From an optimization exercise on the open Yosys and OpenROAD flow, aimed at small area; shortcuts taken in it are not production practice. Function was checked by simulation only, so behaviour that the tests miss may differ from the original. Power is estimated from default activity; no workload was simulated.

File: design/flow/design.v
`timescale 1ns / 1ps
module processor(control_mem, enable, clk, reset_b, data_in, data_out, memory_assign , error , control_out);
input [2:0] control_mem;
input [2:0] control_out;
input clk;
input reset_b;
input [7:0] data_in;
input enable;
output [7:0] data_out;
output memory_assign;
output [2:0] error;
wire [2:0] control_mem;  
wire [2:0] control_out;
wire clk;
wire reset_b;
wire enable;  
wire [7:0] data_in;
reg [7:0] data_out;
reg memory_assign;
reg [2:0] error;  
reg [7:0] control;  
reg [7:0] program_mem [7:0];  
reg [7:0] a;
reg [7:0] b;
reg [7:0] c;
reg [7:0] memory [1:0];  
reg [2:0] count;  
reg [2:0] count_assign;  
reg count_mem;  
reg [1:0] opcode;
reg [1:0] operand_1;
reg [1:0] operand_2;
reg mem_0;
reg mem_1;
always @(posedge clk)
	begin
	if (reset_b == 0)
		begin
		count <= 3'b000;
		count_assign <= 3'b000;
		count_mem <= 1'b0;
		memory_assign<=0;
		error <= 3'b000;
		control <= 8'h40;
		opcode <= 2'b01;
		operand_1 <= 2'b00;
		operand_2 <= 2'b00;
		mem_0 <= 1'b0;
		mem_1 <= 1'b0;
		end
	else
	begin
		case (control_mem)
			3'b000:
				begin
					a<=data_in;
					memory_assign<=1;
				end
			3'b001:
				begin
					b<=data_in;
					memory_assign<=1;
				end
			3'b010:
				begin
					c<=data_in;
					memory_assign<=1;
				end
			3'b011:
				begin
					memory[count_mem]<=data_in;
					if (count_mem < 1'b1)
						begin
						count_mem <= count_mem + 1'b1;
						end
					memory_assign<=1;
				end
			3'b100:
				begin
					program_mem[count_assign]<=data_in;
					if (count_assign < 3'b111)
						begin
						count_assign <= count_assign + 3'b001;
						end
					memory_assign<=1;
				end
			default:memory_assign<=0;   
		endcase
		case (control_out)
			3'b000:
				begin
					data_out<=a;
				end
			3'b001:
				begin
					data_out<=b;
				end
			3'b010:
				begin
					data_out<=c;
				end
			default:data_out<=8'h00;
		endcase
		if (enable == 1)
			begin
				control <= program_mem[count];
				if (count < count_assign)
					begin
					count <= count + 3'b001;
					end
			end
		opcode <= control[7:6];
		operand_1 <= control[5:4];
      operand_2 <= control[3:2];
		mem_0 <= control[1];
		mem_1 <= control[0];
	if (enable == 1)
		begin
		case (opcode)
			2'b00:    
				begin
					case (operand_1)
						2'b00:
							begin
								case (operand_2)
									2'b00:
										begin
											a <= a + a;
										end
									2'b01:
										begin
											a <= a + b;
										end
									2'b10:
										begin
											a <= a + c;
										end
									2'b11:
										begin
											case (mem_1)
												1'b0:  
													begin
														a <= a + memory[0];
													end
												1'b1:  
													begin
														a <= a + memory[1];
													end
											endcase	 
										end
								endcase	 
							end
						2'b01:
							begin
								case (operand_2)
									2'b00:
										begin
											a <= b + a;
										end
									2'b01:
										begin
											a <= b + b;
										end
									2'b10:
										begin
											a <= b + c;
										end
									2'b11:
										begin
											case (mem_1)
												1'b0:
													begin
														a <= b + memory[0];
													end
												1'b1:
													begin
														a <= b + memory[1];
													end
											endcase	 
										end
								endcase  
							end
						2'b10:
							begin
								case (operand_2)
									2'b00:
										begin
											a <= c + a;
										end
									2'b01:
										begin
											a <= c + b;
										end
									2'b10:
										begin
											a <= c + c;
										end
									2'b11:
										begin
											case (mem_1)
												1'b0:
													begin
														a <= c + memory[0];
													end
												1'b1:
													begin
														a <= c + memory[1];
													end
											endcase	 
										end
								endcase  
							end
						2'b11:
							begin
								case (operand_2)
									2'b00:
										begin
											case (mem_0)
												1'b0:
													begin
														a <= memory[0] + a;
													end
												1'b1:
													begin
														a <= memory[1] + a;
													end
											endcase	 
										end
									2'b01:
										begin
											case (mem_0)
												1'b0:
													begin
														a <= memory[0] + b;
													end
												1'b1:
													begin
														a <= memory[1] + b;
													end
											endcase	 
										end
									2'b10:
										begin
											case (mem_0)
												1'b0:
													begin
														a <= memory[0] + c;
													end
												1'b1:
													begin
														a <= memory[1] + c;
													end
											endcase	 
										end
									2'b11:
										begin
											case (mem_0)
												1'b0:
													begin
														case (mem_1)
															1'b0:
																begin
																	a <= memory[0] + memory[0];
																end
															1'b1:
																begin
																	a <= memory[0] + memory[1];
																end
														endcase	 
													end
												1'b1:
													begin
														case (mem_1)
															1'b0:
																begin
																	a <= memory[0] + memory[1];
																end
															1'b1:
																begin
																	a <= memory[1] + memory[1];
																end
														endcase	 
													end
											endcase	 
										end
								endcase  
							end
					endcase	 
				end   
			2'b01:    
				begin
					case (operand_1)
						2'b00:
							begin
								case (operand_2)
									2'b00:
										begin
											a <= a;
										end
									2'b01:
										begin
											a <= b;
										end
									2'b10:
										begin
											a <= c;
										end
									2'b11:
										begin
											error <= error + 3'b001;  
										end
								endcase  
							end
						2'b01:
							begin
								case (operand_2)
									2'b00:
										begin
											b <= a;
										end
									2'b01:
										begin
											b <= b;
										end
									2'b10:
										begin
											b <= c;
										end
									2'b11:
										begin
											error <= error + 3'b001;  
										end
								endcase  
							end
						2'b10:
							begin
								case (operand_2)
									2'b00:
										begin
											c <= a;
										end
									2'b01:
										begin
											c <= b;
										end
									2'b10:
										begin
											c <= c;
										end
									2'b11:
										begin
											error <= error + 3'b001;  
										end
								endcase  
							end
						2'b11:
							begin
								error <= error + 3'b001; 
								if (operand_2 == 2'b11)
									begin
										error <= error + 3'b001; 
									end
							end
					endcase  
				end  
			2'b10:    
				begin
					case (operand_1)
						2'b00:
							begin
								case (operand_2)
									2'b00:
										begin
											error <= error + 3'b001;   
										end
									2'b01:
										begin
											error <= error + 3'b001;   
										end
									2'b10:
										begin
											error <= error + 3'b001;   
										end
									2'b11:
										begin
											case (mem_1)
												1'b0:
													begin
														a <= memory[0];
													end
												1'b1:
													begin
														a <= memory[1];
													end
											endcase	 
										end
								endcase  
							end
						2'b01:
							begin
								case (operand_2)
									2'b00:
										begin
											error <= error + 3'b001;   
										end
									2'b01:
										begin
											error <= error + 3'b001;   
										end
									2'b10:
										begin
											error <= error + 3'b001;   
										end
									2'b11:
										begin
											case (mem_1)
												1'b0:
													begin
														b <= memory[0];
													end
												1'b1:
													begin
														b <= memory[1];
													end
											endcase	 
										end
								endcase  
							end
						2'b10:
							begin
								case (operand_2)
									2'b00:
										begin
											error <= error + 3'b001;   
										end
									2'b01:
										begin
											error <= error + 3'b001;   
										end
									2'b10:
										begin
											error <= error + 3'b001;   
										end
									2'b11:
										begin
											case (mem_1)
												1'b0:
													begin
														c <= memory[0];
													end
												1'b1:
													begin
														c <= memory[1];
													end
											endcase	 
										end
								endcase  
							end
						2'b11:
							begin
								case (operand_2)
									2'b00:
										begin
											error <= error + 3'b001;   
										end
									2'b01:
										begin
											error <= error + 3'b001;   
										end
									2'b10:
										begin
											error <= error + 3'b001;   
										end
									2'b11:
										begin
											error <= error + 3'b001;   
										end
								endcase  
							end
					endcase  
				end  
			2'b11:    
				begin
					case (operand_1)
						2'b00:
							begin
								error <= error + 3'b001;   
							end
						2'b01:
							begin
								error <= error + 3'b001;   
							end
						2'b10:
							begin
								error <= error + 3'b001;   
							end
						2'b11:
							begin
								case (operand_2)
									2'b00:
										begin
											case (mem_0)
												1'b0:
													begin
														memory[0] <= a;
													end
												1'b1:
													begin
														memory[1] <= a;
													end
											endcase	 
										end
									2'b01:
										begin
											case (mem_0)
												1'b0:
													begin
														memory[0] <= b;
													end
												1'b1:
													begin
														memory[1] <= b;
													end
											endcase	 
										end
									2'b10:
										begin
											case (mem_0)
												1'b0:
													begin
														memory[0] <= c;
													end
												1'b1:
													begin
														memory[1] <= c;
													end
											endcase	 
										end
									2'b11:
										begin
											error <= error + 3'b001;   
										end
								endcase  
							end
					endcase  
				end  
		endcase	 
		end  
	end 
	end  
endmodule
File: design/flow/run.sh
#!/bin/bash
# synth_recipe.tcl (not shown) runs the flow's synth.tcl, then flattens the netlist and writes it again
# the make line also repeats each setting of config.mk as NAME=value (left out here)
make -C /OpenROAD-flow-scripts/flow DESIGN_CONFIG=/design/flow/config.mk WORK_HOME=/design/flow/orfs CLKGATE_MAP_FILE= SYNTH_SCRIPT=/design/flow/synth_recipe.tcl finish
File: design/flow/config.mk
export PLATFORM = sky130hd
export DESIGN_NAME = processor
export DESIGN_NICKNAME = processor
export VERILOG_FILES = /design/flow/design.v
export SDC_FILE = /design/flow/constraint.sdc
export NUM_CORES = 4
export LEC_CHECK = 0
export CAP_MARGIN = 20
export CORE_MARGIN = 2
export CORE_UTILIZATION = 40
export SLEW_MARGIN = 20
File: design/flow/constraint.sdc
create_clock -name core_clock -period 5.0 [get_ports {clk}]
set_input_delay 1.0000 -clock core_clock [delete_from_list [all_inputs] [get_ports {clk}]]
set_output_delay 1.0000 -clock core_clock [all_outputs]
set_load 0.01 [all_outputs]
==> impl_metrics.tcl, run 1 <==
set metrics [dict create \
    num_io_pins 29 \
    cellPowerDensity_nw_per_um2 293.8 \
    cts_root_buffer "sky130_fd_sc_hd__clkbuf_16" \
    worst_skew_pair.late_latency_ps 430 \
    wl_per_cell_um 25.25 \
    overall_power_uw 3757 \
    timing.final.max_slew_violations 0 \
    hold_ws_ps 450.7 \
    dr.first_iter.drc_count 1086 \
    num_vias 10200 \
    place.detailed.instances 1560 \
    cp_data_required_time_ps 5180 \
    cp-start-kind "register" \
    worst_r2r_path_depth 10 \
    remaining_drc_errors 0 \
    end_kind "register" \
    synth_top_area_share_pct 29.48 \
    critical_path_class "register to register" \
    clkTransAtPathRegs_ps 70 \
    final_setup_vio_count 0 \
    portBuffers 28 \
    timing.critical_path.arrival_ps 3620 \
    synthDistinctLibCells 72 \
    largest_net_degree_at_the_start_of_global_routing 32 \
    critical_path.reg2reg.startpoint "memory[0][0]$_DFFE_PP_" \
    grt_antenna_before_repair 0 \
    dieArea_um2 29880 \
    cts-hold-fix-buffers 0 \
    drive_above_1_share_pct 9.893 \
    detail_route.vias_per_cell 6.408 \
    critical_path_peak_fanout 6 \
    minimum_clock_period_after_layout_ps 3443 \
    hold_viol 0 \
    async_reset_ff_share_pct 0 \
    postCtsSetupBuffers 0 \
    worst-slew-pin-transition_ps 1111 \
    vdd.ir_drop.worst_v 0.0002257 \
    post-synth-top-count-cell "sky130_fd_sc_hd__edfxtp_1" \
    die_x_um 172.9 \
    yosys-top-cells-count "sky130_fd_sc_hd__edfxtp_1, sky130_fd_sc_hd__nor2_1, sky130_fd_sc_hd__a21oi_1" \
    fmaxAchievable_ghz 0.2904 \
    number_of_flops_mapped_to_enable_cells_by_yosys 112 \
    min_delay_path_depth 1 \
    static-leakage-power_uw 0.004582 \
    postRouteWirelength_mm 40.17 \
    worst_hold_startpoint "control[6]$_SDFFE_PN1P_" \
    die-height_um 172.9 \
    floorplan.initialDensity_pct 40.84 \
    dr.pass1.iters 8 \
    gp_routability_congestion 0.9829 \
    synth_flop_cell "sky130_fd_sc_hd__edfxtp_1" \
    grt_setup_unrepaired "false" \
    relSlewSlack_pct 25.90 \
    htree_levels 4 \
    first_global_vias 9639 \
    final_net_count 1315 \
    postSynthNetCount 1294 \
    clock_sink_count 139 \
    synth_top_area_cell "sky130_fd_sc_hd__edfxtp_1" \
    globalRoute.totalOverflow 0 \
    synthesis.area_um2 11410 \
    netlist_instances 1180 \
    fin_worst_skew_ps 12.50 \
    r2r_setup_slack_ps 1560 \
    outcome "timing/DRC/antenna clean" \
    end_of_the_worst_register_to_register_path "a[1]$_DFFE_PP_" \
    synth_sequential_area_ratio_pct 34.22 \
    fin_tns_setup_ps 0 \
    count_of_placed_standard_cells_in_the_final_layout_fillers_left_out 1591 \
    hpwl_mm 28.72 \
    design.core.area_um2 27930 \
    numCtsBuffers 17 \
    post-route-period-util_pct 68.87 \
    max_cap_violations 0 \
    route.antenna.remaining_nets 0 \
    ys_ff_latch 139 \
    ys_top_cells_by_area "sky130_fd_sc_hd__edfxtp_1, sky130_fd_sc_hd__ha_1, sky130_fd_sc_hd__mux2i_1" \
    max_buffers_root_to_sink 2 \
    ys.warnings.count 1 \
    n_fill_cell 2682 \
    track_usage_pct 26.65 \
    cts_tree "done" \
    syn-mean-instance-area_um2 9.667 \
    area_growth_pct 12.09 \
    destination_of_the_worst_hold_path "opcode[0]$_SDFF_PN1_" \
    hp-class "register to register" \
    wire_length_of_the_first_global_routing_pass_mm 60.16 \
    antenna-diode-count 0 \
    cts.repair.resized 0 \
    rows 61 \
]
-- cells by family after synthesis --
family | after synthesis | synth area share (%)
flops | 139 | 34.22
simple gates | 295 | 11.73
fa+ha+maj | 97 | 11.30
mux | 119 | 12.49
compound gates | 367 | 21.65
buf+inv | 94 | 3.312
xor+xnor | 69 | 5.298
-- metal layers --
layer  global-route usage, %  wire [µm]
met5                       0          0
met4                   12.99       2158
met3                   6.179       3885
met2                   41.55      17830
met1                   34.86      16300
-- stage by stage --
| stage | setup WS (ps) | instance area [µm²] | util (%) |
|---|---|---|---|
| floorplan | 2020 | 11410 | - |
| global placement | 1246 | 12180 | 43.62 |
| detailed placement | 1199 | 12180 | 43.62 |
| CTS | 1628 | 12790 | 45.77 |
| global route | 1394 | 12790 | 45.77 |
| finish | 1557 | 12790 | 45.77 |
-- registers in the layout (all words and copies together), names as in the netlist --
signal	flops
mem_0	1
a	8
count	3
opcode	2
memory	16
mem_1	1
operand_2	2
data_out	8
operand_1	2
count_assign	3
program_mem	64
count_mem	1
b	8
error	3
memory_assign	1
c	8
control	8
-- power breakdown --
part / internal [µW] / switching [µW]
Clock: 756 / 557
Combinational: 417 / 622
Sequential: 1300 / 107
Total: 2470 / 1280
-- cell type report --
class                   instances  area [µm²]  area share [%]
multi-input cells             947        7128           55.75
clock inverters                14       176.4           1.380
clock buffers                  17       425.4           3.327
well taps                     378       473.0           3.699
repair buffers                 66       565.5           4.423
inverters                      30       112.6          0.8807
flip-flops and latches        139        3905           30.54
-- critical path, cell delays in order (launching register included) --
cell	delay, ps
sky130_fd_sc_hd__edfxtp_1	590
sky130_fd_sc_hd__ha_1	320
sky130_fd_sc_hd__fa_1	480
sky130_fd_sc_hd__mux2_2	300
sky130_fd_sc_hd__a222oi_1	390
sky130_fd_sc_hd__nor2_1	80
sky130_fd_sc_hd__a21oi_1	120
sky130_fd_sc_hd__nor2_1	50
sky130_fd_sc_hd__a221oi_1	410
sky130_fd_sc_hd__o21ai_0	150
sky130_fd_sc_hd__a221o_1	300
-- cells in the final DEF, fill, tap and decap left out, types with 9 or more instances in the layout --
cell type                         count
sky130_fd_sc_hd__edfxtp_1           112
sky130_fd_sc_hd__nor2_1             109
sky130_fd_sc_hd__a21oi_1             97
sky130_fd_sc_hd__ha_1                86
sky130_fd_sc_hd__nand2_1             85
sky130_fd_sc_hd__mux2i_1             76
sky130_fd_sc_hd__o21ai_0             58
sky130_fd_sc_hd__xnor2_1             47
sky130_fd_sc_hd__buf_4               38
sky130_fd_sc_hd__nand3_1             35
sky130_fd_sc_hd__inv_1               30
sky130_fd_sc_hd__clkdlybuf4s50_1     28
sky130_fd_sc_hd__mux2_2              27
sky130_fd_sc_hd__dfxtp_1             26
sky130_fd_sc_hd__a211oi_1            23
sky130_fd_sc_hd__a22oi_1             23
sky130_fd_sc_hd__xor2_1              22
sky130_fd_sc_hd__a21o_1              19
sky130_fd_sc_hd__o22ai_1             19
sky130_fd_sc_hd__clkbuf_16           17
sky130_fd_sc_hd__o211ai_1            16
sky130_fd_sc_hd__mux4_2              16
sky130_fd_sc_hd__and2_1              14
sky130_fd_sc_hd__a221oi_1            13
sky130_fd_sc_hd__o21bai_1            11
sky130_fd_sc_hd__fa_1                10
sky130_fd_sc_hd__nand2b_1             9
sky130_fd_sc_hd__a222oi_1             9
-- worst max-delay path by stage --
stage	from	endpoint	slack [ps]	cells past startpoint
3_3_place_gp	control_mem[1]	a[7]$_DFFE_PP_	1250	9
4_1_cts	control_mem[1]	a[7]$_DFFE_PP_	1630	9
6_report	memory[0][0]$_DFFE_PP_	a[1]$_DFFE_PP_	1560	10
3_5_place_dp	control_mem[1]	a[7]$_DFFE_PP_	1200	9
5_1_grt	a[1]$_DFFE_PP_	a[7]$_DFFE_PP_	1390	9
2_1_floorplan	control_mem[1]	a[7]$_DFFE_PP_	2020	9
==> run 2: changes to the inputs <==
==> design/flow/design.v (replaced) <==
module processor(control_mem, enable, clk, reset_b, data_in, data_out, memory_assign, error, control_out);
input [2:0] control_mem;
input [2:0] control_out;
input clk;
input reset_b;
input [7:0] data_in;
input enable;
output [7:0] data_out;
output memory_assign;
output [2:0] error;
reg [7:0] data_out;
reg memory_assign;
reg [2:0] error;
localparam [5:0] NOP = 6'b011_000;  
reg [7:0] a, b, c, r0, r1;
reg [5:0] prog [0:7];
reg [5:0] ir;
reg [5:0] dec;
reg [2:0] count;
reg [2:0] count_assign;
reg count_mem;
wire [1:0] e_op = data_in[7:6];
wire [1:0] e_x  = data_in[5:4];
wire [1:0] e_y  = data_in[3:2];
wire e_m0 = data_in[1];
wire e_m1 = data_in[0];
wire e_xm = (e_x == 2'b11);
wire e_ym = (e_y == 2'b11);
wire [2:0] e_xc = e_xm ? {2'b10, e_m0} : {1'b0, e_x};
wire [2:0] e_yc = e_ym ? {2'b10, e_m1} : {1'b0, e_y};
wire [2:0] e_dc = (e_x == 2'b00) ? 3'b011 : {2'b11, e_x[1]};
reg [5:0] enc;
always @(*) begin
	case (e_op)
	2'b00: enc = (e_xm & ~e_ym) ? {e_yc, e_xc} : {e_xc, e_yc};
	2'b01: enc = (~e_xm & ~e_ym) ? {e_dc, e_yc} : {e_dc, 3'b111};
	2'b10: enc = (~e_xm & e_ym) ? {e_dc, e_yc} : {e_dc, 3'b111};
	default: enc = (e_xm & ~e_ym) ? {e_xc, e_yc} : {e_xc, 3'b111};
	endcase
end
wire [2:0] P = dec[5:3];
wire [2:0] Y = dec[2:0];
wire ill = Y[1] & (Y[0] | Y[2]);
wire ya = ~Y[2] & ~Y[1] & ~Y[0];
wire yb = ~Y[2] & ~Y[1] &  Y[0];
wire yc = ~Y[2] &  Y[1];
wire y0 =  Y[2] & ~Y[0];
wire y1 =  Y[2] &  Y[0];
wire [7:0] ybus = ({8{ya}} & a) | ({8{yb}} & b) | ({8{yc}} & c) | ({8{y0}} & r0) | ({8{y1}} & r1);
wire xa = ~P[2] & ~P[1] & ~P[0];
wire xb = ~P[2] & ~P[1] &  P[0];
wire xc = ~P[2] &  P[1] & ~P[0];
wire x0 =  P[2] & ~P[0];
wire x1 =  P[2] &  P[0];
wire [7:0] xbus = ({8{xa}} & a) | ({8{xb}} & b) | ({8{xc}} & c) | ({8{x0}} & r0) | ({8{x1}} & r1);
wire [8:0] cy;
wire [7:0] sum;
assign cy[0] = 1'b0;
genvar gi;
generate for (gi = 0; gi < 8; gi = gi + 1) begin : add
	assign sum[gi] = xbus[gi] ^ ybus[gi] ^ cy[gi];
	assign cy[gi+1] = (xbus[gi] & ybus[gi]) | (cy[gi] & (xbus[gi] ^ ybus[gi]));
end endgenerate
wire ex = enable & ~ill;
wire we_a  = ex & (~P[2] | (~P[1] & Y[2]));
wire we_b  = ex & (P == 3'b110);
wire we_c  = ex & (P == 3'b111);
wire we_r0 = ex & (P == 3'b100) & ~Y[2];
wire we_r1 = ex & (P == 3'b101) & ~Y[2];
wire ld_a  = (control_mem == 3'd0);
wire ld_b  = (control_mem == 3'd1);
wire ld_c  = (control_mem == 3'd2);
wire ld_m  = (control_mem == 3'd3);
wire ld_p  = (control_mem == 3'd4);
always @(posedge clk) begin
	if (!reset_b) begin
		count <= 3'b000;
		count_assign <= 3'b000;
		count_mem <= 1'b0;
		memory_assign <= 1'b0;
		error <= 3'b000;
		ir <= NOP;
		dec <= NOP;
	end else begin
		memory_assign <= ~control_mem[2] | (control_mem[1:0] == 2'b00);
		if (we_a) a <= sum;
		else if (ld_a) a <= data_in;
		if (we_b) b <= ybus;
		else if (ld_b) b <= data_in;
		if (we_c) c <= ybus;
		else if (ld_c) c <= data_in;
		if (we_r0) r0 <= ybus;
		else if (ld_m & ~count_mem) r0 <= data_in;
		if (we_r1) r1 <= ybus;
		else if (ld_m & count_mem) r1 <= data_in;
		if (ld_m) count_mem <= 1'b1;
		if (ld_p) begin
			prog[count_assign] <= enc;
			if (count_assign != 3'b111) count_assign <= count_assign + 3'b001;
		end
		case (control_out)
		3'd0: data_out <= a;
		3'd1: data_out <= b;
		3'd2: data_out <= c;
		default: data_out <= 8'h00;
		endcase
		if (enable) begin
			ir <= prog[count];
			if (count != count_assign) count <= count + 3'b001;
		end
		dec <= ir;
		if (enable & ill) error <= error + 3'b001;
	end
end
endmodule
--- a/design/flow/config.mk
+++ b/design/flow/config.mk
@@ -5,6 +5,7 @@
 export SDC_FILE = /design/flow/constraint.sdc
 export NUM_CORES = 4
 export LEC_CHECK = 0
+export ABC_AREA = 1
 export CAP_MARGIN = 20
 export CORE_MARGIN = 2
 export CORE_UTILIZATION = 40
==> run 2 against run 1 <==
Compared with the run above:
- first-iteration DRC count decreased by 62%
- non-clock buffer count decreased by 32
- design area decreased by 45%
- count of clock-buffer cells in the layout unchanged
- area after synthesis is 47% lower
- worst hold slack lost 8.0 ps
- sequential power fell by 18%
- flip-flop and latch count shrank 20
- largest power group is now clock
==> impl_metrics.tcl, run 2 <==
set metrics [dict create \
    htree_levels 4 \
    fmaxAchievable_ghz 0.2269 \
    ys.warnings.count 1 \
    wl_per_cell_um 18.52 \
    largest_reg_flops 48 \
    timing.final.max_slew_violations 0 \
    max_buffers_root_to_sink 2 \
    route.antenna.remaining_nets 0 \
    portBuffers 28 \
    die-height_um 127.0 \
    final_design_area_excluding_fillers_um2 7077 \
    cts_tree "done" \
    outcome "timing/DRC/antenna clean" \
    hpwl_mm 12.19 \
    antenna-diode-count 0 \
    numCtsBuffers 17 \
    design.core.area_um2 14640 \
    cp_data_required_time_ps 5180 \
    final_net_count 712 \
    largest-register "prog" \
    minimum_clock_period_after_layout_ps 4407 \
    final_setup_vio_count 0 \
    async_reset_ff_share_pct 0 \
    ys_top_cells_by_area "sky130_fd_sc_hd__edfxtp_1, sky130_fd_sc_hd__nand2_1, sky130_fd_sc_hd__dfxtp_1" \
    post-route-period-util_pct 88.14 \
    grt_antenna_before_repair 0 \
    dieArea_um2 16130 \
    end_kind "register" \
    min_delay_path_depth 2 \
    synth_flop_cell "sky130_fd_sc_hd__edfxtp_1" \
    globalRoute.totalOverflow 0 \
    hp-class "register to register" \
    floorplan.initialDensity_pct 41.32 \
    syn-mean-instance-area_um2 9.338 \
    hold_ws_ps 442.7 \
    netlist_instances 648 \
    clkTransAtPathRegs_ps 60 \
    final_util_pct 48.33 \
    synthDistinctLibCells 39 \
    yosys-top-cells-count "sky130_fd_sc_hd__nand2_1, sky130_fd_sc_hd__edfxtp_1, sky130_fd_sc_hd__inv_1" \
    vdd.ir_drop.worst_v 0.0004261 \
    critical_path_class "register to register" \
    dpl_worst_slack_ps 594.6 \
    fin_worst_skew_ps 7.201 \
    max_cap_violations 0 \
    relSlewSlack_pct 32.36 \
    postRouteWirelength_mm 16.24 \
    first_global_vias 4726 \
    dr.first_iter.drc_count 412 \
    critical_path.cell_chain "inv_2 -> nand2_4 -> inv_1 -> a21oi_2 -> o211ai_2 -> ha_1 -> fa_1 -> fa_1 -> fa_1 -> inv_1 -> fa_1 -> inv_1 -> fa_1 -> inv_1 -> fa_1 -> inv_1 -> nand3_1 -> nand3_1 -> nand3_1 -> nand2_1" \
    most_common_cell_after_layout_fill_and_taps_aside "sky130_fd_sc_hd__nand2_1" \
    num_vias 4790 \
    detail_route.vias_per_cell 5.462 \
    crit_slowest_cell "sky130_fd_sc_hd__dfxtp_1" \
    worst-slew-pin-transition_ps 1004 \
    hold_viol 0 \
    cts_root_buffer "sky130_fd_sc_hd__clkbuf_16" \
    mostFrequentLayoutCells "sky130_fd_sc_hd__nand2_1, sky130_fd_sc_hd__edfxtp_1, sky130_fd_sc_hd__inv_1, sky130_fd_sc_hd__o21ai_0, sky130_fd_sc_hd__nor2_1" \
    largest_net_degree_at_the_start_of_global_routing 29 \
    static-leakage-power_uw 0.002733 \
    ys_ff_latch 119 \
    postCtsSetupBuffers 0 \
    cts-hold-fix-buffers 0 \
    synth_sequential_area_ratio_pct 55.25 \
    worst_r2r_path_depth 20 \
    remaining_drc_errors 0 \
    wire_length_of_the_first_global_routing_pass_mm 25.69 \
    crit_path_max_incr_delay_ps 540 \
    dr.pass1.iters 5 \
    num_io_pins 29 \
    track_usage_pct 21.11 \
    gp_routability_congestion 0.9590 \
    cp-start-kind "register" \
    path_common_cell "sky130_fd_sc_hd__fa_1" \
    grt_setup_unrepaired "false" \
    drive_above_1_share_pct 9.091 \
    clock_sink_count 119 \
    fin_tns_setup_ps 0 \
    synth_top_area_share_pct 47.64 \
    number_of_flops_mapped_to_enable_cells_by_yosys 96 \
    cts.repair.resized 0 \
    cellPowerDensity_nw_per_um2 383.6 \
    post-synth-top-count-cell "sky130_fd_sc_hd__nand2_1" \
    area_growth_pct 16.96 \
    timing.critical_path.arrival_ps 4590 \
    placedInstanceArea_um2 6485 \
    finalWorstSetupSlack_ps 593.0 \
    synthesis.area_um2 6051 \
    die_x_um 127.0 \
    worst_skew_pair.late_latency_ps 420 \
    rows 44 \
    critical_path_peak_fanout 8 \
    synth_top_area_cell "sky130_fd_sc_hd__edfxtp_1" \
    postSynthNetCount 680 \
]
run 2: report_power, final:
| group | total [µW] | switching (µW) | internal, µW |
|---|---|---|---|
| sequential | 1150 | 36.2 | 1120 |
| combinational | 343 | 227 | 116 |
| clock | 1220 | 476 | 743 |
run 2: final timing paths:
check | from | end | slack [ps]
worst max-delay path | dec[2]$_SDFF_PN0_ | a[7]$_DFFE_PP_ | 590
worst min-delay path | ir[1]$_SDFFE_PN0P_ | dec[1]$_SDFF_PN0_ | 440
worst max register to register | dec[2]$_SDFF_PN0_ | a[7]$_DFFE_PP_ | 590
worst min register to register | ir[1]$_SDFFE_PN0P_ | dec[1]$_SDFF_PN0_ | 440
run 2: routing by layer:
metal  part of all wire [%]  wire, µm  track usage (%)  vias to the layer above
met5                      0         0                0                        -
met4                    2.6       417            8.339                        0
met3                    5.5       896            5.235                       34
met2                     49      7923            35.99                      168
met1                     43      7006            25.84                     2293
li1                       -         -                -                     2295
run 2: cell type report:
cell class / instances / area [µm²]
clock buffers: 17 / 425.4
clock inverters: 15 / 166.4
fillers: 1374 / 7567
inverters: 91 / 344.1
multi-input cells: 417 / 2242
flip-flops and latches: 119 / 3343
well taps: 184 / 230.2
repair buffers: 34 / 325.3
run 2: cell families (layout without fill, tap and decap cells):
kind of cell             count (synthesis)  in the layout  synth area share (%)
XOR/XNOR                                 3              3                0.4343
flip-flops                             119            119                 55.25
adder cells (fa/ha/maj)                 15             15                 3.846
buffers and inverters                  112            157                 7.693
AO/OA/AOI/OAI                          159            159                 15.24
AND/OR/NAND/NOR                        240            240                 17.54
run 2: through the flow:
| stage | power, µW | instances |
|---|---|---|
| after floorplan | 1389 | 648 |
| after global placement | 1507 | 845 |
| after detailed placement | 1514 | 845 |
| after CTS | 2732 | 877 |
| after global routing | 2813 | 877 |
| final | 2715 | 877 |
run 2: worst max-delay path: cells and delay by family (launching register included):
kind / cells / cell delay, ps
buffers and inverters: 6 / 530
adder cells (fa/ha/maj): 7 / 2410
flip-flops: 1 / 540
AND/OR/NAND/NOR: 5 / 410
AO/OA/AOI/OAI: 2 / 280
==> run 3: changes to the inputs <==
==> design/flow/flow/run.sh (new file) <==
#!/bin/bash
# Layout flow: the standard ORFS flow with three changes.
#  1. Synthesis is synth_recipe.tcl, but ORFS's synth.tcl is sourced from a copy whose
#     ABC call uses flow/abc_area_nf.script (area-oriented &nf mapping) in place of ORFS's
#     script. Everything before ABC (including flip-flop mapping) is unchanged, so the
#     registers are the standard synthesis's.
#  2. Port buffers are sky130_fd_sc_hd__buf_1.
#  3. CTS uses clkbuf_4 and inserts no dummy loads.
set -euo pipefail
W=$PWD
sed 's|log_cmd abc {\*}$abc_args|lset abc_args 1 $::env(MY_ABC_SCRIPT)\n  log_cmd abc {*}$abc_args|' \
  "$FLOW_HOME/scripts/synth.tcl" > "$W/my_orfs_synth.tcl"
grep -q 'lset abc_args 1' "$W/my_orfs_synth.tcl"
sed "s|source \$::env(SCRIPTS_DIR)/synth.tcl|source $W/my_orfs_synth.tcl|" \
  "$W/synth_recipe.tcl" > "$W/my_synth.tcl"
grep -q "source $W/my_orfs_synth.tcl" "$W/my_synth.tcl"
export MY_ABC_SCRIPT="$W/flow/abc_area_nf.script"
bash "$W/standard.sh" finish \
  SYNTH_SCRIPT="$W/my_synth.tcl" \
  "BUFFER_PORTS_ARGS=-buffer_cell sky130_fd_sc_hd__buf_1" \
  "CTS_ARGS=-sink_clustering_enable -repair_clock_nets -sink_clustering_size 30 -sink_clustering_max_diameter 100 -buf_list sky130_fd_sc_hd__clkbuf_4 -dont_use_dummy_load" \
  > "$W/flow_make.log" 2>&1
==> design/flow/flow/abc_area_nf.script (new file) <==
&get -n
&st
&dch -f
&nf -a
&put
==> design/flow/standard.sh (new file) <==
#!/bin/bash
# synth_recipe.tcl (not shown) runs the flow's synth.tcl, then flattens the netlist and writes it again
# the make line also repeats each setting of config.mk as NAME=value (left out here)
make -C /OpenROAD-flow-scripts/flow DESIGN_CONFIG=/design/flow/config.mk WORK_HOME=/design/flow/orfs CLKGATE_MAP_FILE= SYNTH_SCRIPT=/design/flow/synth_recipe.tcl "${@:-finish}"
--- a/design/flow/config.mk
+++ b/design/flow/config.mk
@@ -6,7 +6,7 @@
 export NUM_CORES = 4
 export LEC_CHECK = 0
 export ABC_AREA = 1
-export CAP_MARGIN = 20
+export CAP_MARGIN = 0
 export CORE_MARGIN = 2
 export CORE_UTILIZATION = 40
-export SLEW_MARGIN = 20
+export SLEW_MARGIN = 0
removed: design/flow/run.sh
==> run 3 against run 2 <==
Compared with the run above:
- core utilization shrank 3.6 points
- sequential share of layout area grew 7.0 points
- die area shrank 7.5%
- worst hold slack gained 23 ps
- flip-flop and latch count is the same
- total power shrank 33%
- synthesized cell count shrank 31%
- highest routed layer unchanged
- global-route usage shrank 2.0 points
- register-to-register slack lost 290 ps
==> impl_metrics.tcl, run 3 <==
set metrics [dict create \
    outcome "timing/DRC/antenna clean" \
    portBuffers 28 \
    largest_net_degree_at_the_start_of_global_routing 20 \
    n_fill_cell 1287 \
    cellPowerDensity_nw_per_um2 294.4 \
    end_kind "register" \
    synth_top_area_cell "sky130_fd_sc_hd__edfxtp_1" \
    largest_reg_flops 48 \
    number_of_flops_mapped_to_enable_cells_by_yosys 96 \
    syn-mean-instance-area_um2 12.49 \
    die-height_um 122.1 \
    gp_routability_congestion 0.9156 \
    fin_tns_setup_ps 0 \
    post-route-period-util_pct 94.00 \
    clock_sink_count 119 \
    numCtsBuffers 17 \
    minimum_clock_period_after_layout_ps 4700 \
    num_vias 3932 \
    register_area_um2 3344 \
    overall_power_uw 1815 \
    mostFrequentLayoutCells "sky130_fd_sc_hd__edfxtp_1, sky130_fd_sc_hd__nand2_1, sky130_fd_sc_hd__o21ai_0, sky130_fd_sc_hd__buf_1, sky130_fd_sc_hd__a222oi_1" \
    worst-slew-pin-transition_ps 1207 \
    postSynthNetCount 479 \
    ys_top_cells_by_area "sky130_fd_sc_hd__edfxtp_1, sky130_fd_sc_hd__dfxtp_1, sky130_fd_sc_hd__mux4_2" \
    relSlewSlack_pct 19.37 \
    largest-register "prog" \
    design.core.area_um2 13770 \
    globalRoute.totalOverflow 0 \
    final_util_pct 44.76 \
    synth_top_area_share_pct 51.65 \
    most_common_cell_after_layout_fill_and_taps_aside "sky130_fd_sc_hd__edfxtp_1" \
    hold_ws_ps 466.1 \
    cp-start-kind "register" \
    floorplan.initialDensity_pct 40.53 \
    crit_slowest_cell "sky130_fd_sc_hd__fa_1" \
    vdd.ir_drop.worst_v 0.0001865 \
    ys.warnings.count 1 \
    drive_above_1_share_pct 9.270 \
    critical_path_peak_fanout 8 \
    track_usage_pct 19.13 \
    final_setup_vio_count 0 \
    die_x_um 122.1 \
    cp_data_required_time_ps 5260 \
    path_common_cell "sky130_fd_sc_hd__fa_1" \
    async_reset_ff_share_pct 0 \
    grt_setup_unrepaired "false" \
    wl_per_cell_um 19.25 \
    hp-class "register to register" \
    critPathTopFamily "adder cells" \
    dieArea_um2 14910 \
    ys_ff_latch 119 \
    max_cap_violations 0 \
    postCtsSetupBuffers 0 \
    cts_tree "done" \
    clkTransAtPathRegs_ps 110 \
    wire_length_of_the_first_global_routing_pass_mm 20.96 \
    cts_root_buffer "sky130_fd_sc_hd__clkbuf_4" \
    synth_sequential_area_ratio_pct 59.90 \
    route.antenna.remaining_nets 0 \
    final_net_count 541 \
    hpwl_mm 9.476 \
    yosys-top-cells-count "sky130_fd_sc_hd__edfxtp_1, sky130_fd_sc_hd__nand2_1, sky130_fd_sc_hd__o21ai_0" \
    dr.pass1.iters 9 \
    netlist_instances 447 \
    fin_worst_skew_ps 42.25 \
    dr.first_iter.drc_count 489 \
    detail_route.vias_per_cell 5.715 \
    grt_antenna_before_repair 1 \
    fmaxAchievable_ghz 0.2128 \
    cp.buffers_inverters 4 \
    num_io_pins 29 \
    rows 43 \
    critical_path.cell_chain "nor3b_2 -> a222oi_1 -> nand2_1 -> a21oi_2 -> clkinv_1 -> ha_1 -> fa_1 -> fa_1 -> fa_1 -> clkinv_1 -> fa_1 -> clkinv_1 -> fa_1 -> clkinv_1 -> fa_1 -> xor3_1 -> mux2_1" \
    static-leakage-power_uw 0.002121 \
    timing.critical_path.arrival_ps 4960 \
    synthesis.area_um2 5582 \
    timing.final.max_slew_violations 0 \
    htree_levels 4 \
    postRouteWirelength_mm 13.25 \
    multi_input_comb_area_um2 2168 \
    worst_skew_pair.late_latency_ps 530 \
    critical_path_class "register to register" \
    area_growth_pct 10.45 \
    hold_viol 0 \
    crit_path_max_incr_delay_ps 460 \
    first_global_vias 3843 \
    post-synth-top-count-cell "sky130_fd_sc_hd__edfxtp_1" \
    synth_flop_cell "sky130_fd_sc_hd__edfxtp_1" \
    remaining_drc_errors 0 \
    synthDistinctLibCells 38 \
    max_buffers_root_to_sink 2 \
]
-- run 3: cell types whose count changed after synthesis, sizes merged, moves of 14 or more --
cell / previous run / this run
nand3: 24 / 5
a222oi: 0 / 24
buf: 14 / 0
o211ai: 15 / 0
o22ai: 21 / 1
nand2: 127 / 70
inv: 91 / 0
clkinv: 0 / 21
nor2: 69 / 22
o21ai: 81 / 45
-- run 3: repair_timing --
item                                    CTS  global route
endpoints found under the setup margin    0             1
hold buffers                              0             0
resized for setup                         0             3
-- run 3: metal layers --
layer | vias to the layer above | GRT usage [%] | routed length [µm]
li1 | 1850 | - | -
met1 | 1889 | 23.76 | 5627
met2 | 171 | 32.09 | 6428
met3 | 22 | 4.682 | 933
met4 | 0 | 7.687 | 257
met5 | - | 0 | 0
-- run 3: power by group --
part | internal [µW] | switching [µW] | total, µW | leakage, µW
sequential | 1110 | 25.8 | 1140 | 0.00107
clock | 155 | 289 | 444 | 0.0000782
combinational | 96.4 | 139 | 236 | 0.000974
total | 1360 | 455 | 1820 | 0.00212
-- run 3: final cells by class --
cell class | instances | area share [%]
antenna | 1 | 0.04059
clock buffer | 17 | 2.070
inverter | 21 | 1.279
multi-input combinational | 307 | 35.17
sequential | 119 | 54.25
tap | 180 | 3.653
timing repair buffer | 43 | 3.532
-- run 3: final timing paths --
kind                                    startpoint                 to  slack [ps]  cells past startpoint
worst min-delay path            ir[4]$_SDFFE_PN1P_  dec[4]$_SDFF_PN1_         470                      1
worst min register to register  ir[4]$_SDFFE_PN1P_  dec[4]$_SDFF_PN1_         470                      1
worst max register to register   dec[0]$_SDFF_PN0_     a[7]$_DFFE_PP_         300                     17
worst max-delay path             dec[0]$_SDFF_PN0_     a[7]$_DFFE_PP_         300                     17
-- run 3: kinds of logic (layout without fill, tap and decap cells) --
kind of cell	after synthesis	after routing	synth area share, %
AO/OA/AOI/OAI	115	115	13.70
XOR/XNOR	6	6	1.211
adder cells (fa/ha/maj)	15	15	4.170
buffers and inverters	21	81	1.412
flip-flops	119	119	59.90
multiplexers	25	25	7.285
other	0	1	0
AND/OR/NAND/NOR	146	146	12.33
-- run 3: per-stage QoR --
step,area [µm²],instances,worst slack [ps]
detailed placement,6025,670,211.7
global placement,6025,670,256.5
finish,6165,688,299.8
CTS,6152,687,202.9
global route,6165,688,35.43
floorplan,5582,447,343.6
==> run 4: changes to the inputs <==
==> design/flow/design.v (replaced) <==
module processor(control_mem, enable, clk, reset_b, data_in, data_out, memory_assign, error, control_out);
input [2:0] control_mem;
input [2:0] control_out;
input clk;
input reset_b;
input [7:0] data_in;
input enable;
output [7:0] data_out;
output memory_assign;
output [2:0] error;
reg [7:0] data_out;
reg memory_assign;
reg [2:0] error;
localparam [5:0] NOP = 6'b001_000;  
reg [7:0] a, b, c, r0, r1;
reg [5:0] prog [0:7];
reg [5:0] ir;
reg [5:0] dec;
reg [2:0] count;
reg [2:0] count_assign;
reg count_mem;
wire [1:0] e_op = data_in[7:6];
wire [1:0] e_x  = data_in[5:4];
wire [1:0] e_y  = data_in[3:2];
wire e_m0 = data_in[1];
wire e_m1 = data_in[0];
wire e_xm = e_x[1] & e_x[0];
wire e_ym = e_y[1] & e_y[0];
wire e_mov = e_op[1] | e_op[0];
wire e_legal = (e_xm == (e_op[1] & e_op[0])) & (e_ym == (e_op[1] & ~e_op[0]));
wire e_err = e_mov & ~e_legal;
wire e_fx = e_err | (e_xm ? e_m0 : e_mov);
wire e_fy = e_err | (e_ym ? e_m1 : (e_xm & e_mov));
wire [5:0] enc = {e_x & {2{~e_err}}, e_fx, e_y & {2{~e_err}}, e_fy};
wire [1:0] dx = dec[5:4];
wire fx = dec[3];
wire [1:0] dy = dec[2:1];
wire fy = dec[0];
wire xm = dx[1] & dx[0];
wire ym = dy[1] & dy[0];
wire ill = ~xm & ~ym & fy;
wire mov = ~ill & ((~xm & fx) | (xm & ~ym & fy));
wire add = ~ill & ~mov;
wire ya = ~dy[1] & ~dy[0];
wire yb = ~dy[1] &  dy[0];
wire yc =  dy[1] & ~dy[0];
wire y0 = ym & ~fy;
wire y1 = ym &  fy;
wire [7:0] ybus = ({8{ya}} & a) | ({8{yb}} & b) | ({8{yc}} & c) | ({8{y0}} & r0) | ({8{y1}} & r1);
wire xa = ~dx[1] & ~dx[0];
wire xb = ~dx[1] &  dx[0];
wire xc =  dx[1] & ~dx[0];
wire x0 = xm & ~fx;
wire x1 = xm &  fx;
wire [7:0] xbus = {8{add}} & (({8{xa}} & a) | ({8{xb}} & b) | ({8{xc}} & c) | ({8{x0}} & r0) | ({8{x1}} & r1));
wire [8:0] cy;
wire [7:0] sum;
assign cy[0] = 1'b0;
genvar gi;
generate for (gi = 0; gi < 8; gi = gi + 1) begin : add_bit
	assign sum[gi] = xbus[gi] ^ ybus[gi] ^ cy[gi];
	assign cy[gi+1] = (xbus[gi] & ybus[gi]) | (cy[gi] & (xbus[gi] ^ ybus[gi]));
end endgenerate
wire we_a  = enable & (add | (mov & xa));
wire we_b  = enable & mov & xb;
wire we_c  = enable & mov & xc;
wire we_r0 = enable & mov & x0;
wire we_r1 = enable & mov & x1;
wire [7:0] cnt_oh = 8'b1 << count;
reg [5:0] prog_rd;
integer pi;
always @(*) begin
	prog_rd = 6'b0;
	for (pi = 0; pi < 8; pi = pi + 1) prog_rd = prog_rd | ({6{cnt_oh[pi]}} & prog[pi]);
end
wire ld_a  = (control_mem == 3'd0);
wire ld_b  = (control_mem == 3'd1);
wire ld_c  = (control_mem == 3'd2);
wire ld_m  = (control_mem == 3'd3);
wire ld_p  = (control_mem == 3'd4);
function [7:0] nxt;
	input w, l;
	input [7:0] wv, q;
	nxt = ({8{w}} & wv) | ({8{~w & l}} & data_in) | ({8{~w & ~l}} & q);
endfunction
wire rw = reset_b;
always @(posedge clk) begin
	a  <= nxt(rw & we_a,  rw & ld_a, sum, a);
	b  <= nxt(rw & we_b,  rw & ld_b, ybus, b);
	c  <= nxt(rw & we_c,  rw & ld_c, ybus, c);
	r0 <= nxt(rw & we_r0, rw & ld_m & ~count_mem, ybus, r0);
	r1 <= nxt(rw & we_r1, rw & ld_m & count_mem, ybus, r1);
end
wire so_a = rw & (control_out == 3'd0);
wire so_b = rw & (control_out == 3'd1);
wire so_c = rw & (control_out == 3'd2);
always @(posedge clk)
	data_out <= ({8{so_a}} & a) | ({8{so_b}} & b) | ({8{so_c}} & c) | ({8{~rw}} & data_out);
always @(posedge clk) begin
	if (!reset_b) begin
		count <= 3'b000;
		count_assign <= 3'b000;
		count_mem <= 1'b0;
		memory_assign <= 1'b0;
		error <= 3'b000;
		ir <= NOP;
		dec <= NOP;
	end else begin
		memory_assign <= ~control_mem[2] | (control_mem[1:0] == 2'b00);
		if (ld_m) count_mem <= 1'b1;
		if (ld_p) begin
			prog[count_assign] <= enc;
			if (count_assign != 3'b100) count_assign <= {count_assign[1:0], count_assign[2] ^ (count_assign[1] | ~count_assign[0])};
		end
		if (enable) begin
			ir <= prog_rd;
			if (count != count_assign) count <= {count[1:0], count[2] ^ (count[1] | ~count[0])};
		end
		dec <= ir;
		if (enable & ill) error <= error + 3'b001;
	end
end
endmodule
--- a/design/flow/config.mk
+++ b/design/flow/config.mk
@@ -9,4 +9,5 @@
 export CAP_MARGIN = 0
 export CORE_MARGIN = 2
 export CORE_UTILIZATION = 40
+export GPL_TIMING_DRIVEN = 0
 export SLEW_MARGIN = 0
==> run 4 against run 3 <==
Compared with the run above:
- combinational power grew 130%
- count of clock-buffer cells in the layout is the same
- worst hold slack lost 19 ps
- maximum frequency grew 2.8%
- sequential share of layout area shrank 3.5 points
- sequential power grew 15%
- core utilization shrank 0.063 points
- via count grew 3.8%
- register-to-register slack gained 130 ps
- routed wire length grew 1.2%
- setup slack gained 130 ps
==> impl_metrics.tcl, run 4 <==
set metrics [dict create \
    clkTransAtPathRegs_ps 110 \
    final_design_area_excluding_fillers_um2 5640 \
    largest_reg_flops 48 \
    fmaxAchievable_ghz 0.2187 \
    dieArea_um2 13890 \
    place.detailed.instances 667 \
    design.core.area_um2 12620 \
    hp-class "register to register" \
    track_usage_pct 19.71 \
    critical_path_class "register to register" \
    crit_path_max_incr_delay_ps 600 \
    critical_path.cell_chain "nor2b_1 -> a22oi_1 -> a31oi_1 -> ha_1 -> fa_1 -> fa_1 -> clkinv_1 -> fa_1 -> fa_1 -> fa_1 -> clkinv_1 -> fa_1 -> xor3_1 -> o21ai_0" \
    most_common_cell_after_layout_fill_and_taps_aside "sky130_fd_sc_hd__dfxtp_1" \
    route.antenna.remaining_nets 0 \
    first_global_vias 4043 \
    timing.critical_path.arrival_ps 4990 \
    outcome "timing/DRC/antenna clean" \
    hpwl_mm 9.845 \
    portBuffers 28 \
    mostFrequentLayoutCells "sky130_fd_sc_hd__dfxtp_1, sky130_fd_sc_hd__a22oi_1, sky130_fd_sc_hd__edfxtp_1, sky130_fd_sc_hd__nand2_1, sky130_fd_sc_hd__a222oi_1" \
    htree_levels 4 \
    yosys-top-cells-count "sky130_fd_sc_hd__dfxtp_1, sky130_fd_sc_hd__a22oi_1, sky130_fd_sc_hd__edfxtp_1" \
    largest_net_degree_at_the_start_of_global_routing 34 \
    timing.final.max_slew_violations 0 \
    max_cap_violations 0 \
    grt_setup_unrepaired "false" \
    postSynthNetCount 494 \
    cts-hold-fix-buffers 0 \
    synthMuxAreaShare_pct 0.3861 \
    numCtsBuffers 17 \
    worst_skew_pair.late_latency_ps 530 \
    minimum_clock_period_after_layout_ps 4572 \
    synth_simple_gate_area_share_pct 13.88 \
    cts_tree "done" \
    grt_antenna_before_repair 0 \
    post-route-period-util_pct 91.43 \
    power.combinational.fraction_pct 23.9 \
    synthesis.area_um2 5185 \
    netlist_instances 467 \
    rows 41 \
    largest-register "prog" \
    static-leakage-power_uw 0.001885 \
    vdd.ir_drop.worst_v 0.0001950 \
    globalRoute.totalOverflow 0 \
    placedInstanceArea_um2 5512 \
    cts_root_buffer "sky130_fd_sc_hd__clkbuf_4" \
    cts.repair.resized 0 \
    post_synth_fa_ha_maj_area_fraction_pct 3.282 \
    path_common_cell "sky130_fd_sc_hd__fa_1" \
    count_of_placed_standard_cells_in_the_final_layout_fillers_left_out 684 \
    final_setup_vio_count 0 \
    overall_power_uw 2312 \
    dr.pass1.iters 6 \
    relSlewSlack_pct 18.33 \
    num_io_pins 29 \
    n_fill_cell 1198 \
    synth_top_area_cell "sky130_fd_sc_hd__edfxtp_1" \
    max_buffers_root_to_sink 2 \
    worst-slew-pin-transition_ps 1214 \
    fin_worst_skew_ps 39.57 \
    end_kind "register" \
    synth_sequential_area_ratio_pct 55.21 \
    critPathTopFamily "adder cells" \
    floorplan.initialDensity_pct 41.09 \
    ys.warnings.count 1 \
    netSwitchingPower_uw 759.6 \
    clock_sink_count 119 \
    die_x_um 117.9 \
    num_vias 4080 \
    critical_path_peak_fanout 10 \
    gp_routability_congestion 0.8460 \
    synth_top_family_by_area "compound AO/OA/AOI/OAI gates" \
    area_growth_pct 8.784 \
    cp-start-kind "register" \
    postCtsSetupBuffers 0 \
    synthDistinctLibCells 44 \
    power_frac_clock_pct 19.5 \
    syn-mean-instance-area_um2 11.10 \
    ys_ff_latch 119 \
    post-synth-top-count-cell "sky130_fd_sc_hd__dfxtp_1" \
    detail_route.vias_per_cell 5.965 \
    dr.first_iter.drc_count 472 \
    final_net_count 541 \
    async_reset_ff_share_pct 0 \
    hold_viol 0 \
    wire_length_of_the_first_global_routing_pass_mm 21.31 \
    fin_tns_setup_ps 0 \
    p_seq_share_pct 56.6 \
    antenna-diode-count 0 \
    synth_top_area_share_pct 27.80 \
    ys_top_cells_by_area "sky130_fd_sc_hd__edfxtp_1, sky130_fd_sc_hd__dfxtp_1, sky130_fd_sc_hd__a22oi_1" \
    drive_above_1_share_pct 3.711 \
    worst_r2r_path_depth 14 \
    internal-power_uw 1552 \
    postRouteWirelength_mm 13.41 \
    crit_slowest_cell "sky130_fd_sc_hd__nor2b_1" \
    remaining_drc_errors 0 \
    cp_data_required_time_ps 5420 \
    area_fraction_in_compound_gates_after_synthesis_pct 23.99 \
    min_delay_path_depth 2 \
    cp.buffers_inverters 2 \
    cellPowerDensity_nw_per_um2 409.9 \
    wl_per_cell_um 19.60 \
    worst-path-stages 14 \
    synth_flop_cell "sky130_fd_sc_hd__dfxtp_1" \
    die-height_um 117.9 \
    yosys.area_share.xor_xnor_pct 1.303 \
    number_of_flops_mapped_to_enable_cells_by_yosys 48 \
    power.switching_fraction_pct 32.86 \
]
## run 4: cell types whose count changed in the layout (fill, tap and decap cells not counted), moves of 10 or more
cell                       delta
sky130_fd_sc_hd__edfxtp_1    -48
sky130_fd_sc_hd__a21oi_1     -10
sky130_fd_sc_hd__dfxtp_1     +49
sky130_fd_sc_hd__buf_4       -15
sky130_fd_sc_hd__nand2_1     -24
sky130_fd_sc_hd__mux4_2      -12
sky130_fd_sc_hd__a221o_1     +16
sky130_fd_sc_hd__o21ai_0     -16
sky130_fd_sc_hd__a22oi_1     +43
## run 4: cell type report
| type | instances | area (µm²) | area share, % |
|---|---|---|---|
| Timing Repair Buffer | 28 | 106.4 | 1.886 |
| Multi-Input combinational cell | 321 | 2227 | 39.49 |
| Clock buffer | 17 | 127.6 | 2.263 |
| Sequential cell | 119 | 2863 | 50.75 |
| Tap cell | 172 | 215.2 | 3.815 |
| Inverter | 27 | 101.3 | 1.797 |
## run 4: worst paths after layout
path	start	to	slack, ps
worst max-delay path	dec[5]$_SDFF_PN0_	a[7]$_DFF_P_	430
worst min-delay path	data_out[6]$_DFF_P_	data_out[6]$_DFF_P_	450
worst max register to register	dec[5]$_SDFF_PN0_	a[7]$_DFF_P_	430
worst min register to register	data_out[6]$_DFF_P_	data_out[6]$_DFF_P_	450
## run 4: worst min-delay path, cell delays in order, from the launching register on
cell and delay [ps]:
sky130_fd_sc_hd__dfxtp_1 320, sky130_fd_sc_hd__clkinv_1 40, sky130_fd_sc_hd__o21ai_0 50
## run 4: kinds of logic after synthesis
group	after synthesis
AOI/OAI and AO/OA	160
and+or+nand+nor	143
DFF	119
buffers and inverters	27
adders and majority gates	10
xor gates and xnor gates	6
muxes	2
## run 4: per-layer routing
| layer | share of wire, % | routed length [µm] | track usage (%) | vias to the layer above |
|---|---|---|---|---|
| met5 | 0 | 0 | 0 | - |
| met2 | 51 | 6824 | 34.88 | 137 |
| met4 | 1.4 | 187 | 7.003 | 0 |
| met1 | 42 | 5657 | 23.37 | 1984 |
| met3 | 5.5 | 736 | 4.554 | 13 |
| li1 | - | - | - | 1946 |
## run 4: through the flow
| stage | hold slack, ps | util, % | setup WS [ps] |
|---|---|---|---|
| after detailed placement | 434.8 | 43.67 | 475.4 |
| final | 447.4 | 44.70 | 428.4 |
| after CTS | 452.4 | 44.69 | 407.5 |
| after floorplan | 410.1 | - | 1003 |
| after global routing | 482.1 | 44.70 | 126.8 |
| after global placement | 424.3 | 43.62 | 537.2 |
## run 4: power by group through the flow
stage	logic (µW)	clock network, µW	registers (µW)
after floorplan	399	0	1280
after detailed placement	553	0	1320
after global placement	537	0	1310
after global routing	617	502	1320
after CTS	554	466	1300
final	553	451	1310
==> run 5: changes to the inputs <==
==> design/flow/flow/abc_area_nf.script (replaced) <==
&get -n
&st
&dc2
&dc2
&st
&dch -f
&nf -a -R 1000 -C 32
&st
&dc2
&dch -f
&nf -a -R 1000 -C 32
&put
==> run 5 against run 4 <==
Compared with the run above:
- core utilization rose by 0.34 points
- count of clock-buffer cells in the layout did not move
- cell count fell by 1.2%
- sequential share of layout area rose by 1.5 points
- synthesized cell count fell by 0.86%
- critical path type unchanged
==> impl_metrics.tcl, run 5 <==
set metrics [dict create \
    cts_tree "done" \
    dr.first_iter.drc_count 543 \
    synth_flop_cell "sky130_fd_sc_hd__dfxtp_1" \
    die_x_um 116.2 \
    cts-hold-fix-buffers 0 \
    gp_routability_congestion 0.8789 \
    max_cap_violations 0 \
    mostFrequentLayoutCells "sky130_fd_sc_hd__dfxtp_1, sky130_fd_sc_hd__nand2_1, sky130_fd_sc_hd__edfxtp_1, sky130_fd_sc_hd__a22oi_1, sky130_fd_sc_hd__o21ai_0" \
    fin_tns_setup_ps 0 \
    die-height_um 116.2 \
    relSlewSlack_pct 35.19 \
    numCtsBuffers 17 \
    synthesis.area_um2 5031 \
    route.antenna.remaining_nets 0 \
    ys.warnings.count 1 \
    cts.repair.resized 0 \
    cp_data_required_time_ps 5350 \
    dr.pass1.iters 7 \
    grt_setup_unrepaired "false" \
    finalWorstSetupSlack_ps 325.7 \
    timing.final.max_slew_violations 0 \
    ys_ff_latch 119 \
    synth_top_area_cell "sky130_fd_sc_hd__edfxtp_1" \
    hpwl_mm 9.489 \
    most_common_cell_after_layout_fill_and_taps_aside "sky130_fd_sc_hd__dfxtp_1" \
    post-synth-top-count-cell "sky130_fd_sc_hd__dfxtp_1" \
    fmaxAchievable_ghz 0.2139 \
    max_buffers_root_to_sink 2 \
    final_setup_vio_count 0 \
    num_vias 4060 \
    post-route-period-util_pct 93.49 \
    cp-start-kind "register" \
    worst-slew-pin-transition_ps 964.7 \
    postSynthNetCount 490 \
    yosys-top-cells-count "sky130_fd_sc_hd__dfxtp_1, sky130_fd_sc_hd__nand2_1, sky130_fd_sc_hd__edfxtp_1" \
    largest_net_degree_at_the_start_of_global_routing 22 \
    critical_path_class "register to register" \
    synth_top_area_share_pct 28.65 \
    first_global_vias 3852 \
    largest-register "prog" \
    grt_antenna_before_repair 0 \
    cts_root_buffer "sky130_fd_sc_hd__clkbuf_4" \
    htree_levels 4 \
    wl_per_cell_um 18.87 \
    drive_above_1_share_pct 3.543 \
    outcome "timing/DRC/antenna clean" \
    number_of_flops_mapped_to_enable_cells_by_yosys 48 \
    floorplan.initialDensity_pct 41.37 \
    track_usage_pct 20.48 \
    synthDistinctLibCells 28 \
    fin_worst_skew_ps 34.06 \
    area_growth_pct 8.853 \
    dieArea_um2 13490 \
    hp-class "register to register" \
    minimum_clock_period_after_layout_ps 4674 \
    rows 40 \
    synth_sequential_area_ratio_pct 56.90 \
    netlist_instances 463 \
    vdd.ir_drop.worst_v 0.0001088 \
    wire_length_of_the_first_global_routing_pass_mm 20.71 \
    static-leakage-power_uw 0.001846 \
    detail_route.vias_per_cell 6.006 \
    globalRoute.totalOverflow 0 \
    syn-mean-instance-area_um2 10.87 \
    worst_skew_pair.late_latency_ps 500 \
    clkTransAtPathRegs_ps 80 \
    postCtsSetupBuffers 0 \
    final_design_area_excluding_fillers_um2 5477 \
    cellPowerDensity_nw_per_um2 381.5 \
    antenna-diode-count 0 \
    num_io_pins 29 \
    critical_path_peak_fanout 8 \
    hold_viol 0 \
    placedInstanceArea_um2 5346 \
    async_reset_ff_share_pct 0 \
    final_util_pct 45.03 \
    largest_reg_flops 48 \
    portBuffers 28 \
    postRouteWirelength_mm 12.76 \
    design.core.area_um2 12160 \
    remaining_drc_errors 0 \
    timing.critical_path.arrival_ps 5020 \
    ys_top_cells_by_area "sky130_fd_sc_hd__edfxtp_1, sky130_fd_sc_hd__dfxtp_1, sky130_fd_sc_hd__a22oi_1" \
    end_kind "register" \
    final_net_count 537 \
    n_fill_cell 1170 \
    clock_sink_count 119 \
    dpl_worst_slack_ps 413.5 \
]
## run 5: cell types whose count changed after synthesis, moves of 5 or more
cell and delta:
sky130_fd_sc_hd__clkinv_1 -8, sky130_fd_sc_hd__and3_1 +5, sky130_fd_sc_hd__nor2b_1 -10, sky130_fd_sc_hd__nor2_1 +6
sky130_fd_sc_hd__o21ai_0 +17, sky130_fd_sc_hd__nand2_1 +10, sky130_fd_sc_hd__a221oi_1 +6, sky130_fd_sc_hd__a21oi_1 +9
sky130_fd_sc_hd__a221o_1 -11
## run 5: final cells by class
cell class              count  area [µm²]  area share [%]
flip-flops and latches    119        2863           52.27
multi-input cells         325        2100           38.34
well taps                 168       210.2           3.838
clock buffers              17       127.6           2.330
repair buffers             28       105.1           1.919
inverters                  19       71.32           1.302
## run 5: worst paths after layout
| kind | from | end | slack [ps] | depth (start not counted) |
|---|---|---|---|---|
| worst min register to register | ir[3]$_SDFFE_PN1P_ | dec[3]$_SDFF_PN1_ | 450 | 1 |
| worst max register to register | dec[1]$_SDFF_PN0_ | a[6]$_DFF_P_ | 330 | 15 |
| worst min-delay path | ir[3]$_SDFFE_PN1P_ | dec[3]$_SDFF_PN1_ | 450 | 1 |
| worst max-delay path | dec[1]$_SDFF_PN0_ | a[6]$_DFF_P_ | 330 | 15 |
## run 5: cells by family after synthesis
| logic type | Yosys count | synth area share (%) |
|---|---|---|
| buffers and inverters | 19 | 1.418 |
| adder cells (fa/ha/maj) | 10 | 3.382 |
| AO/OA/AOI/OAI | 178 | 25.59 |
| flip-flops | 119 | 56.90 |
| XOR/XNOR | 3 | 0.5224 |
| AND/OR/NAND/NOR | 134 | 12.19 |
## run 5: metrics by stage
stage               power [µW]  cells  hold slack, ps
floorplan                 1504    463           410.3
global placement          1644    659           423.5
detailed placement        1657    659           429.3
CTS                       2093    676           447.0
global route              2223    676           465.8
finish                    2089    676           447.2
## run 5: worst max-delay path, cell delays in order, from the launching register on
cell	delay (ps)
sky130_fd_sc_hd__dfxtp_1	390
sky130_fd_sc_hd__nor2b_1	580
sky130_fd_sc_hd__a222oi_1	240
sky130_fd_sc_hd__and3_1	290
sky130_fd_sc_hd__clkinv_1	70
sky130_fd_sc_hd__ha_1	180
sky130_fd_sc_hd__fa_1	220
sky130_fd_sc_hd__fa_1	200
sky130_fd_sc_hd__clkinv_1	90
sky130_fd_sc_hd__fa_1	470
sky130_fd_sc_hd__fa_1	460
sky130_fd_sc_hd__fa_1	430
sky130_fd_sc_hd__clkinv_1	70
sky130_fd_sc_hd__fa_1	390
sky130_fd_sc_hd__a222oi_1	350
sky130_fd_sc_hd__clkinv_1	100
## run 5: power by group
| group | leakage, µW | internal [µW] | total, µW | switching (µW) |
|---|---|---|---|---|
| Combinational | 0.000743 | 163 | 400 | 236 |
| Clock | 0.0000782 | 155 | 439 | 284 |
| Sequential | 0.00102 | 1130 | 1250 | 125 |
## run 5: layer usage
layer / up-vias / GRT usage [%] / share of wire, %
met5: - / 0 / 0
met4: 0 / 6.825 / 0.86
met3: 10 / 4.982 / 8.0
met2: 167 / 30.06 / 43
met1: 1950 / 29.80 / 48
li1: 1933 / - / -

-- static timing again, ports no longer ideal --
The flow's constraints put no driver on any port. The routed layouts listed below were extracted and timed again, unchanged, in two steps. Step 1 assumes that a clkbuf_16 drives the clock port and a buf_2 every other input. Step 2 moves the port delays by t, midway between the first and last clock arrival at a register: inputs arrive t later, outputs are due t later. That takes back most of the time a late clock gives input paths. Three values: no drivers, after step 1, after step 2; two values: the first two.
run	t (ns)	slack for setup (ns)	hold WS [ns]	slew at the worst register clock pin (ns)	worst data-port slew with drivers (ns)
run 1	0.468	1.557 / 1.557 / 1.145	0.451 / 0.451 / 0.451	0.07 / 0.07	0.03
run 2	0.461	0.593 / 0.593 / 0.593	0.443 / 0.443 / 0.443	0.06 / 0.06	0.03
run 3	0.549	0.300 / 0.300 / 0.300	0.466 / 0.466 / 0.466	0.11 / 0.11	0.05
run 4	0.537	0.428 / 0.428 / 0.428	0.447 / 0.447 / 0.447	0.12 / 0.12	0.03
run 5	0.522	0.326 / 0.326 / 0.326	0.447 / 0.447 / 0.447	0.10 / 0.10	0.04
After both steps setup and hold are still met in every run listed. For run 1, which loses most, drivers alone change the setup slack by 0.000 ns; drivers and shift together by -0.412 ns.
